What follows belongs to an exercise in optimizing a design on an open flow for small area and a short achievable clock period; a production flow would make more cautious choices.
No functional check of the RTL was part of this run.
Power figures rest on the tool's default switching activity, not on a simulated workload.

==> flow/design.v <==
`timescale 1ns / 1ps
module alu_top (
	input clk,
	input [31:0] a, b,
	input cin, binv, sel1, sel0,
	output reg [31:0] result,
	output reg co, zero, ovr);
	reg [31:0] a_q, b_q;
	reg cin_q, binv_q, sel1_q, sel0_q;
	wire [31:0] result_d;
	wire co_d, zero_d, ovr_d;
	always @(posedge clk) begin
		a_q <= a;
		b_q <= b;
		cin_q <= cin;
		binv_q <= binv;
		sel1_q <= sel1;
		sel0_q <= sel0;
		result <= result_d;
		co <= co_d;
		zero <= zero_d;
		ovr <= ovr_d;
	end
	DRAP_ALU u_alu (.result(result_d), .co(co_d), .zero(zero_d), .ovr(ovr_d),
		.a(a_q), .b(b_q), .cin(cin_q), .binv(binv_q), .sel1(sel1_q), .sel0(sel0_q));
endmodule

`timescale 1ns / 1ps
module DRAP_ALU (
output [31:0] result,
output co, zero, ovr,
input [31:0] a, b,
input cin, binv,
input sel1, sel0);
wire isadd, isslt, nsand, nsor;
alu_dec u_dec (isadd, isslt, nsand, nsor, sel1, sel0);
wire [31:0] bm, gn, tn, p, lg, sum;
alu_xor2  u_bm [31:0] (bm, b, {32{binv}});    
alu_nand2 u_gn [31:0] (gn, a, bm);            
alu_nor2  u_tn [31:0] (tn, a, bm);            
alu_andn  u_p  [31:0] (p, gn, tn);            
alu_oai22 u_lg [31:0] (lg, nsand, gn, nsor, tn);  
wire n1;
alu_inv u_n1 (n1, cin);
wire G2;
alu_oai21 u_G2 (G2, gn[0], tn[0], n1);
wire G3;
alu_oai21 u_G3 (G3, gn[2], tn[2], gn[1]);
wire T4;
alu_nor2 u_T4 (T4, tn[2], tn[1]);
wire G5;
alu_oai21 u_G5 (G5, gn[4], tn[4], gn[3]);
wire T6;
alu_nor2 u_T6 (T6, tn[4], tn[3]);
wire G7;
alu_oai21 u_G7 (G7, gn[6], tn[6], gn[5]);
wire T8;
alu_nor2 u_T8 (T8, tn[6], tn[5]);
wire G9;
alu_oai21 u_G9 (G9, gn[8], tn[8], gn[7]);
wire T10;
alu_nor2 u_T10 (T10, tn[8], tn[7]);
wire G11;
alu_oai21 u_G11 (G11, gn[10], tn[10], gn[9]);
wire T12;
alu_nor2 u_T12 (T12, tn[10], tn[9]);
wire G13;
alu_oai21 u_G13 (G13, gn[12], tn[12], gn[11]);
wire T14;
alu_nor2 u_T14 (T14, tn[12], tn[11]);
wire G15;
alu_oai21 u_G15 (G15, gn[14], tn[14], gn[13]);
wire T16;
alu_nor2 u_T16 (T16, tn[14], tn[13]);
wire G17;
alu_oai21 u_G17 (G17, gn[16], tn[16], gn[15]);
wire T18;
alu_nor2 u_T18 (T18, tn[16], tn[15]);
wire G19;
alu_oai21 u_G19 (G19, gn[18], tn[18], gn[17]);
wire T20;
alu_nor2 u_T20 (T20, tn[18], tn[17]);
wire G21;
alu_oai21 u_G21 (G21, gn[20], tn[20], gn[19]);
wire T22;
alu_nor2 u_T22 (T22, tn[20], tn[19]);
wire G23;
alu_oai21 u_G23 (G23, gn[22], tn[22], gn[21]);
wire T24;
alu_nor2 u_T24 (T24, tn[22], tn[21]);
wire G25;
alu_oai21 u_G25 (G25, gn[24], tn[24], gn[23]);
wire T26;
alu_nor2 u_T26 (T26, tn[24], tn[23]);
wire G27;
alu_oai21 u_G27 (G27, gn[26], tn[26], gn[25]);
wire T28;
alu_nor2 u_T28 (T28, tn[26], tn[25]);
wire G29;
alu_oai21 u_G29 (G29, gn[28], tn[28], gn[27]);
wire T30;
alu_nor2 u_T30 (T30, tn[28], tn[27]);
wire G31;
alu_oai21 u_G31 (G31, gn[30], tn[30], gn[29]);
wire T32;
alu_nor2 u_T32 (T32, tn[30], tn[29]);
wire G33;
alu_aoi21 u_G33 (G33, G3, T4, G2);
wire G34;
alu_aoi21 u_G34 (G34, G5, T6, G3);
wire T35;
alu_nand2 u_T35 (T35, T6, T4);
wire G36;
alu_aoi21 u_G36 (G36, G7, T8, G5);
wire T37;
alu_nand2 u_T37 (T37, T8, T6);
wire G38;
alu_aoi21 u_G38 (G38, G9, T10, G7);
wire T39;
alu_nand2 u_T39 (T39, T10, T8);
wire G40;
alu_aoi21 u_G40 (G40, G11, T12, G9);
wire T41;
alu_nand2 u_T41 (T41, T12, T10);
wire G42;
alu_aoi21 u_G42 (G42, G13, T14, G11);
wire T43;
alu_nand2 u_T43 (T43, T14, T12);
wire G44;
alu_aoi21 u_G44 (G44, G15, T16, G13);
wire T45;
alu_nand2 u_T45 (T45, T16, T14);
wire G46;
alu_aoi21 u_G46 (G46, G17, T18, G15);
wire T47;
alu_nand2 u_T47 (T47, T18, T16);
wire G48;
alu_aoi21 u_G48 (G48, G19, T20, G17);
wire T49;
alu_nand2 u_T49 (T49, T20, T18);
wire G50;
alu_aoi21 u_G50 (G50, G21, T22, G19);
wire T51;
alu_nand2 u_T51 (T51, T22, T20);
wire G52;
alu_aoi21 u_G52 (G52, G23, T24, G21);
wire T53;
alu_nand2 u_T53 (T53, T24, T22);
wire G54;
alu_aoi21 u_G54 (G54, G25, T26, G23);
wire T55;
alu_nand2 u_T55 (T55, T26, T24);
wire G56;
alu_aoi21 u_G56 (G56, G27, T28, G25);
wire T57;
alu_nand2 u_T57 (T57, T28, T26);
wire G58;
alu_aoi21 u_G58 (G58, G29, T30, G27);
wire T59;
alu_nand2 u_T59 (T59, T30, T28);
wire G60;
alu_aoi21 u_G60 (G60, G31, T32, G29);
wire T61;
alu_nand2 u_T61 (T61, T32, T30);
wire n62;
alu_inv u_n62 (n62, G2);
wire G63;
alu_oai21 u_G63 (G63, G34, T35, n62);
wire G64;
alu_oai21 u_G64 (G64, G36, T37, G33);
wire G65;
alu_oai21 u_G65 (G65, G38, T39, G34);
wire T66;
alu_nor2 u_T66 (T66, T39, T35);
wire G67;
alu_oai21 u_G67 (G67, G40, T41, G36);
wire T68;
alu_nor2 u_T68 (T68, T41, T37);
wire G69;
alu_oai21 u_G69 (G69, G42, T43, G38);
wire T70;
alu_nor2 u_T70 (T70, T43, T39);
wire G71;
alu_oai21 u_G71 (G71, G44, T45, G40);
wire T72;
alu_nor2 u_T72 (T72, T45, T41);
wire G73;
alu_oai21 u_G73 (G73, G46, T47, G42);
wire T74;
alu_nor2 u_T74 (T74, T47, T43);
wire G75;
alu_oai21 u_G75 (G75, G48, T49, G44);
wire T76;
alu_nor2 u_T76 (T76, T49, T45);
wire G77;
alu_oai21 u_G77 (G77, G50, T51, G46);
wire T78;
alu_nor2 u_T78 (T78, T51, T47);
wire G79;
alu_oai21 u_G79 (G79, G52, T53, G48);
wire T80;
alu_nor2 u_T80 (T80, T53, T49);
wire G81;
alu_oai21 u_G81 (G81, G54, T55, G50);
wire T82;
alu_nor2 u_T82 (T82, T55, T51);
wire G83;
alu_oai21 u_G83 (G83, G56, T57, G52);
wire T84;
alu_nor2 u_T84 (T84, T57, T53);
wire G85;
alu_oai21 u_G85 (G85, G58, T59, G54);
wire T86;
alu_nor2 u_T86 (T86, T59, T55);
wire G87;
alu_oai21 u_G87 (G87, G60, T61, G56);
wire T88;
alu_nor2 u_T88 (T88, T61, T57);
wire G89;
alu_aoi21 u_G89 (G89, G65, T66, G2);
wire n90;
alu_inv u_n90 (n90, G33);
wire G91;
alu_aoi21 u_G91 (G91, G67, T68, n90);
wire G92;
alu_aoi21 u_G92 (G92, G69, T70, G63);
wire G93;
alu_aoi21 u_G93 (G93, G71, T72, G64);
wire G94;
alu_aoi21 u_G94 (G94, G73, T74, G65);
wire T95;
alu_nand2 u_T95 (T95, T74, T66);
wire G96;
alu_aoi21 u_G96 (G96, G75, T76, G67);
wire T97;
alu_nand2 u_T97 (T97, T76, T68);
wire G98;
alu_aoi21 u_G98 (G98, G77, T78, G69);
wire T99;
alu_nand2 u_T99 (T99, T78, T70);
wire G100;
alu_aoi21 u_G100 (G100, G79, T80, G71);
wire T101;
alu_nand2 u_T101 (T101, T80, T72);
wire G102;
alu_aoi21 u_G102 (G102, G81, T82, G73);
wire T103;
alu_nand2 u_T103 (T103, T82, T74);
wire G104;
alu_aoi21 u_G104 (G104, G83, T84, G75);
wire T105;
alu_nand2 u_T105 (T105, T84, T76);
wire G106;
alu_aoi21 u_G106 (G106, G85, T86, G77);
wire T107;
alu_nand2 u_T107 (T107, T86, T78);
wire G108;
alu_aoi21 u_G108 (G108, G87, T88, G79);
wire T109;
alu_nand2 u_T109 (T109, T88, T80);
wire G110;
alu_oai21 u_G110 (G110, G94, T95, n62);
wire G111;
alu_oai21 u_G111 (G111, G96, T97, G33);
wire n112;
alu_inv u_n112 (n112, G63);
wire G113;
alu_oai21 u_G113 (G113, G98, T99, n112);
wire n114;
alu_inv u_n114 (n114, G64);
wire G115;
alu_oai21 u_G115 (G115, G100, T101, n114);
wire G116;
alu_oai21 u_G116 (G116, G102, T103, G89);
wire G117;
alu_oai21 u_G117 (G117, G104, T105, G91);
wire G118;
alu_oai21 u_G118 (G118, G106, T107, G92);
wire G119;
alu_oai21 u_G119 (G119, G108, T109, G93);
wire G120;
alu_oai21 u_G120 (G120, gn[1], tn[1], n62);
wire G121;
alu_oai21 u_G121 (G121, gn[3], tn[3], G33);
wire G122;
alu_oai21 u_G122 (G122, gn[5], tn[5], n112);
wire G123;
alu_oai21 u_G123 (G123, gn[7], tn[7], n114);
wire G124;
alu_oai21 u_G124 (G124, gn[9], tn[9], G89);
wire G125;
alu_oai21 u_G125 (G125, gn[11], tn[11], G91);
wire G126;
alu_oai21 u_G126 (G126, gn[13], tn[13], G92);
wire G127;
alu_oai21 u_G127 (G127, gn[15], tn[15], G93);
wire n128;
alu_inv u_n128 (n128, G110);
wire G129;
alu_oai21 u_G129 (G129, gn[17], tn[17], n128);
wire n130;
alu_inv u_n130 (n130, G111);
wire G131;
alu_oai21 u_G131 (G131, gn[19], tn[19], n130);
wire n132;
alu_inv u_n132 (n132, G113);
wire G133;
alu_oai21 u_G133 (G133, gn[21], tn[21], n132);
wire n134;
alu_inv u_n134 (n134, G115);
wire G135;
alu_oai21 u_G135 (G135, gn[23], tn[23], n134);
wire n136;
alu_inv u_n136 (n136, G116);
wire G137;
alu_oai21 u_G137 (G137, gn[25], tn[25], n136);
wire n138;
alu_inv u_n138 (n138, G117);
wire G139;
alu_oai21 u_G139 (G139, gn[27], tn[27], n138);
wire n140;
alu_inv u_n140 (n140, G118);
wire G141;
alu_oai21 u_G141 (G141, gn[29], tn[29], n140);
alu_xor2 u_s0 (sum[0], p[0], cin);
alu_xor2 u_s1 (sum[1], p[1], G2);
alu_xor2 u_s2 (sum[2], p[2], G120);
alu_xnor2 u_s3 (sum[3], p[3], G33);
alu_xor2 u_s4 (sum[4], p[4], G121);
alu_xor2 u_s5 (sum[5], p[5], G63);
alu_xor2 u_s6 (sum[6], p[6], G122);
alu_xor2 u_s7 (sum[7], p[7], G64);
alu_xor2 u_s8 (sum[8], p[8], G123);
alu_xnor2 u_s9 (sum[9], p[9], G89);
alu_xor2 u_s10 (sum[10], p[10], G124);
alu_xnor2 u_s11 (sum[11], p[11], G91);
alu_xor2 u_s12 (sum[12], p[12], G125);
alu_xnor2 u_s13 (sum[13], p[13], G92);
alu_xor2 u_s14 (sum[14], p[14], G126);
alu_xnor2 u_s15 (sum[15], p[15], G93);
alu_xor2 u_s16 (sum[16], p[16], G127);
alu_xor2 u_s17 (sum[17], p[17], G110);
alu_xor2 u_s18 (sum[18], p[18], G129);
alu_xor2 u_s19 (sum[19], p[19], G111);
alu_xor2 u_s20 (sum[20], p[20], G131);
alu_xor2 u_s21 (sum[21], p[21], G113);
alu_xor2 u_s22 (sum[22], p[22], G133);
alu_xor2 u_s23 (sum[23], p[23], G115);
alu_xor2 u_s24 (sum[24], p[24], G135);
alu_xor2 u_s25 (sum[25], p[25], G116);
alu_xor2 u_s26 (sum[26], p[26], G137);
alu_xor2 u_s27 (sum[27], p[27], G117);
alu_xor2 u_s28 (sum[28], p[28], G139);
alu_xor2 u_s29 (sum[29], p[29], G118);
alu_xor2 u_s30 (sum[30], p[30], G141);
alu_xor2 u_s31 (sum[31], p[31], G119);
alu_ao21 u_r1 (result[1], isadd, sum[1], lg[1]);
alu_ao21 u_r2 (result[2], isadd, sum[2], lg[2]);
alu_ao21 u_r3 (result[3], isadd, sum[3], lg[3]);
alu_ao21 u_r4 (result[4], isadd, sum[4], lg[4]);
alu_ao21 u_r5 (result[5], isadd, sum[5], lg[5]);
alu_ao21 u_r6 (result[6], isadd, sum[6], lg[6]);
alu_ao21 u_r7 (result[7], isadd, sum[7], lg[7]);
alu_ao21 u_r8 (result[8], isadd, sum[8], lg[8]);
alu_ao21 u_r9 (result[9], isadd, sum[9], lg[9]);
alu_ao21 u_r10 (result[10], isadd, sum[10], lg[10]);
alu_ao21 u_r11 (result[11], isadd, sum[11], lg[11]);
alu_ao21 u_r12 (result[12], isadd, sum[12], lg[12]);
alu_ao21 u_r13 (result[13], isadd, sum[13], lg[13]);
alu_ao21 u_r14 (result[14], isadd, sum[14], lg[14]);
alu_ao21 u_r15 (result[15], isadd, sum[15], lg[15]);
alu_ao21 u_r16 (result[16], isadd, sum[16], lg[16]);
alu_ao21 u_r17 (result[17], isadd, sum[17], lg[17]);
alu_ao21 u_r18 (result[18], isadd, sum[18], lg[18]);
alu_ao21 u_r19 (result[19], isadd, sum[19], lg[19]);
alu_ao21 u_r20 (result[20], isadd, sum[20], lg[20]);
alu_ao21 u_r21 (result[21], isadd, sum[21], lg[21]);
alu_ao21 u_r22 (result[22], isadd, sum[22], lg[22]);
alu_ao21 u_r23 (result[23], isadd, sum[23], lg[23]);
alu_ao21 u_r24 (result[24], isadd, sum[24], lg[24]);
alu_ao21 u_r25 (result[25], isadd, sum[25], lg[25]);
alu_ao21 u_r26 (result[26], isadd, sum[26], lg[26]);
alu_ao21 u_r27 (result[27], isadd, sum[27], lg[27]);
alu_ao21 u_r28 (result[28], isadd, sum[28], lg[28]);
alu_ao21 u_r29 (result[29], isadd, sum[29], lg[29]);
alu_ao21 u_r30 (result[30], isadd, sum[30], lg[30]);
alu_ao21 u_r31 (result[31], isadd, sum[31], lg[31]);
alu_ao221 u_r0 (result[0], isadd, sum[0], isslt, sum[31], lg[0]);
wire g31, t31;
alu_inv u_g31 (g31, gn[31]);
alu_inv u_t31 (t31, tn[31]);
alu_ao21 u_co (co, t31, G119, g31);
alu_mux2 u_ov (ovr, g31, tn[31], G119);
wire [31:0] zx;
alu_xnor2 u_zx [31:0] (zx, p, {tn[30:0], ~cin});   
wire zadd, zlog, zoth, s31n;
alu_zero32 u_zadd (zadd, zx);
alu_zero32 u_zlog (zlog, lg);
alu_mux2 u_zoth (zoth, zlog, zadd, isadd);
alu_inv u_s31n (s31n, sum[31]);
alu_mux2 u_z (zero, zoth, s31n, isslt);
endmodule
module alu_dec (output isadd, isslt, nsand, nsor, input sel1, sel0);
assign isadd = sel1 & ~sel0;
assign isslt = sel1 & sel0;
assign nsand = sel1 | sel0;
assign nsor = sel1 | ~sel0;
endmodule
module alu_inv (output y, input a);
assign y = ~a;
endmodule
module alu_nand2 (output y, input a, b);
assign y = ~(a & b);
endmodule
module alu_nor2 (output y, input a, b);
assign y = ~(a | b);
endmodule
module alu_xor2 (output y, input a, b);
assign y = a ^ b;
endmodule
module alu_xnor2 (output y, input a, b);
assign y = ~(a ^ b);
endmodule
module alu_andn (output y, input gn, tn);
assign y = gn & ~tn;
endmodule
module alu_oai22 (output y, input a1, a2, b1, b2);
assign y = ~((a1 | a2) & (b1 | b2));
endmodule
module alu_aoi21 (output y, input gh, th, gl);
assign y = ~(gh | (th & gl));
endmodule
module alu_oai21 (output y, input ghn, thn, gln);
assign y = ~(ghn & (thn | gln));
endmodule
module alu_ao21 (output y, input a1, a2, b1);
assign y = (a1 & a2) | b1;
endmodule
module alu_ao221 (output y, input a1, a2, b1, b2, c1);
assign y = (a1 & a2) | (b1 & b2) | c1;
endmodule
module alu_mux2 (output y, input d0, d1, s);
assign y = s ? d1 : d0;
endmodule
module alu_zero32 (output z, input [31:0] r);
assign z = ~|r;
endmodule
==> flow/flow/run.sh <==
#!/bin/bash
# Layout flow: the standard ORFS flow (standard.sh, unchanged synthesis) with
#  - every non-sequential cell set to its smallest size right after synthesis, so that
#    the resizer sizes up only what timing needs (flow/downsize.tcl, before floorplan);
#  - port buffers buf_1 on inputs and buf_2 on outputs instead of the default cell
#    (flow/ports.tcl, before global placement; DONT_BUFFER_PORTS skips the default call);
#  - a setup margin for the resizer's timing repair (the clock and constraints are the standard flow's).
set -euo pipefail
HERE=$(pwd)
source "$HERE/flow/settings.sh"
export PRE_FLOORPLAN_TCL="$HERE/flow/downsize.tcl"
export PRE_GLOBAL_PLACE_TCL="$HERE/flow/ports.tcl"
export DONT_BUFFER_PORTS=1
bash standard.sh > "$HERE/standard_flow.log" 2>&1
==> flow/flow/downsize.tcl <==
# Set every combinational cell to the smallest drive strength of its kind that the
# library offers and the platform allows; flip-flops are left as synthesis made them.
set n 0
foreach inst [[ord::get_db_block] getInsts] {
  set m [[$inst getMaster] getName]
  if {![regexp {^(sky130_fd_sc_hd__)([a-z0-9]+)_(\d+)$} $m -> pre fn sz]} { continue }
  if {[string match "df*" $fn] || [string match "conb" $fn]} { continue }
  foreach s {0 1 2} {
    if {$s >= $sz} { break }
    set cand ${pre}${fn}_$s
    if {[lsearch -exact $::env(DONT_USE_CELLS) $cand] >= 0} { continue }
    if {[get_lib_cells -quiet */$cand] eq ""} { continue }
    replace_cell [$inst getName] $cand
    incr n
    break
  }
}
puts "downsize.tcl: $n cells set to a smaller size"
==> flow/flow/ports.tcl <==
# Buffer every input and output port (as the standard flow does), with a small cell.
buffer_ports -inputs -buffer_cell sky130_fd_sc_hd__buf_1
buffer_ports -outputs -buffer_cell sky130_fd_sc_hd__buf_2
==> flow/flow/settings.sh <==
export SETUP_SLACK_MARGIN=12.2
==> flow/standard.sh <==
#!/bin/bash
# synth_recipe.tcl (not shown) runs the flow's synth.tcl, then flattens the netlist and writes it again
# the make line also repeats each setting of config.mk as NAME=value (left out here)
make -C /OpenROAD-flow-scripts/flow DESIGN_CONFIG=/design/flow/config.mk WORK_HOME=/design/flow/orfs CLKGATE_MAP_FILE= SYNTH_SCRIPT=/design/flow/synth_recipe.tcl "${@:-finish}"
==> flow/config.mk <==
export PLATFORM = sky130hd
export DESIGN_NAME = alu_top
export DESIGN_NICKNAME = alu_top
export VERILOG_FILES = /design/flow/design.v
export SDC_FILE = /design/flow/constraint.sdc
export NUM_CORES = 4
export LEC_CHECK = 0
export CAP_MARGIN = 20
export CORE_MARGIN = 2
export CORE_UTILIZATION = 40
export SLEW_MARGIN = 20
export SYNTH_HIERARCHICAL = 1
==> flow/constraint.sdc <==
create_clock -name core_clock -period 16.0 [get_ports {clk}]
set_input_delay 3.2000 -clock core_clock [delete_from_list [all_inputs] [get_ports {clk}]]
set_output_delay 3.2000 -clock core_clock [all_outputs]
set_load 0.01 [all_outputs]
==> results.py <==
metrics = {
    "outcome": {
        "status": "no timing/DRC/antenna violations",
    },
    "global_route": {
        "grtUsageTotal_pct": 18.8,
        "grt_max_degree": 34,
        "gr-total-overflow": 0,
        "grt_pass1_wl_um": 18300,
        "grt_pass1_vias": 3709,
        "antenna_found_initial": 0,
    },
    "drt": {
        "drc_errors": 0,
        "firstDrtPassIters": 4,
        "met3WireLength_um": 537,
        "post_drt_wl_per_cell_um": 16.6,
        "routed_via_density": 5.29,
        "top_layer": "met4",
        "totalWireLength_um": 11600,
        "vias": 3683,
        "drt_iter0_markers": 204,
        "dr_wl_met2_um": 5410,
        "detail-route-antenna-nets": 0,
        "routedLengthMet1_um": 5280,
    },
    "critical_path": {
        "end_kind": "output port",
        "cp.required_ps": 12800,
        "cp.arrival_ps": 700,
        "crit_fanout": 1,
        "critPathKind": "reg -> out",
        "start_kind": "flip-flop",
    },
    "cts": {
        "cts_hold_buffers": 0,
        "cts-root-buf": "clkbuf_16",
        "clock_latency_ps": 350,
        "cts.sinks": 103,
        "clkTransAtPathRegs_ps": 60,
        "cts_tree": "built",
        "numCtsBuffers": 9,
        "clk_path_buf_depth": 2,
        "htreeDepth": 3,
    },
    "job": {
        "drv_cap": 0,
    },
    "cells_and_area": {
        "fillers": 1152,
        "drive_gt1_share_pct": 10.1,
        "fin_cells": 696,
        "finish.net_count": 617,
        "n_antenna_cell": 0,
        "final_common_cell": "dfxtp_1",
        "final_cell_mix": "dfxtp_1, nor2_1, xor2_1, nand2_1, o21ai_0",
    },
    "pwr": {
        "powerDensity_nw_per_um2": 130,
        "p_leak_nw": 2.20,
        "power_uw": 678,
        "irDropWorstVdd_mv": 0.0922,
    },
    "timing": {
        "hold_ws_ps": 607,
        "worst_slack_ps": 12100,
        "tightest_slew_ps": 559,
        "max_freq_mhz": 256,
        "setup_violations": 0,
        "report.final.slew_viol_count": 0,
        "maxSlewHeadroom_pct": 62.4,
        "hold_viol": 0,
        "rsz0062_at_grt": "yes",
        "fin_setup_tns_ps": 0,
        "skew_ps": 8.20,
        "fin_crit_sh_pct": 24.4,
        "period_needed_ps": 3900,
    },
    "placed_design": {
        "routabilityCongestion": 0.848,
        "dpl.cell_count": 680,
        "io_buffers": 103,
        "hpwlAfterDp_um": 8640,
        "pre_cts_ws_ps": 11930,
    },
    "floorplan": {
        "io_pins": 104,
        "die_x_um": 112,
        "dieArea_sq_um": 12500,
        "dieHeight_um": 112,
        "rows": 39,
        "start_util_pct": 40.7,
        "coreArea_sq_um": 11400,
    },
    "synthesis": {
        "ys_warn_count": 7,
        "synth_nets": 603,
        "netlist_instances": 534,
    },
    "min_path": {
        "hold_path_class": "reg -> reg",
    },
}
[registers in the layout (all words and copies together) (netlist names)]
signal / cells
ovr: 1
sel0_q: 1
a_q: 32
zero: 1
co: 1
b_q: 32
binv_q: 1
sel1_q: 1
cin_q: 1
result: 32
[stage by stage]
step,area [sq um],utilization [%]
3_3_place_gp,4830,42.5
6_report,5210,45.9
3_5_place_dp,4830,42.5
2_1_floorplan,4630,-
4_1_cts,5210,45.9
5_1_grt,5210,45.9
[cell type report]
| type | instances | area [sq um] | share of cell area (%) |
|---|---|---|---|
| clock buffer | 11 | 253 | 4.85 |
| timing repair buffer | 3 | 22.5 | 0.432 |
| tap | 143 | 179 | 3.43 |
| sequential | 103 | 2110 | 40.5 |
| multi-input combinational | 415 | 2510 | 48.1 |
| inverter | 16 | 60.1 | 1.15 |
| clock inverter | 5 | 80.1 | 1.54 |
[path summary, 6_finish.rpt]
kind                              start   end  slack [ps]  cells after the start
worst max-delay path                ovr   ovr       12100                      0
worst min register to register  a_q[31]    co         610                      3
worst min-delay path            a_q[31]    co         610                      3
worst max register to register   binv_q  zero       12610                     10
[layer usage]
| metal | GRT usage (%) | vias up |
|---|---|---|
| met3 | 5.39 | 20 |
| met5 | 0 | - |
| li1 | - | 1849 |
| met4 | 8.81 | 0 |
| met2 | 30.4 | 96 |
| met1 | 23.2 | 1718 |
[report_power, final]
group | internal [mW] | switching (mW)
Clock | 0.145 | 0.0896
Combinational | 0.0546 | 0.0882
Sequential | 0.283 | 0.0180
[repair_timing]
action,CTS,global route
endpoints found under the setup margin,38,39
gates cloned,0,0
endpoints found under the hold margin,0,0
resized for setup,36,2
setup buffers,0,0

## static timing again, ports no longer ideal
How much do the figures lean on ideal ports? The routed layout below was timed once more, with nothing changed but the port constraints. Step 1, drivers: a clkbuf_16 drives clk and a buf_2 each remaining input, both assumed. Step 2 also shifts input and output timing later by t, the mid clock arrival at the registers, as if the neighbouring blocks saw the same clock. Three values: no drivers, after step 1, after step 2; two values: the first two.
shift t [ns]: 0.386
setup slack, ns: 12.098 / 12.058 / 12.444
worst hold slack (ns): 0.607 / 0.607 / 0.607
clock arrival spread, ns: 0.008 / 0.008
After both steps setup and hold are still met in this run. For this run, drivers alone change the setup slack by -0.040 ns; drivers and shift together by +0.346 ns.
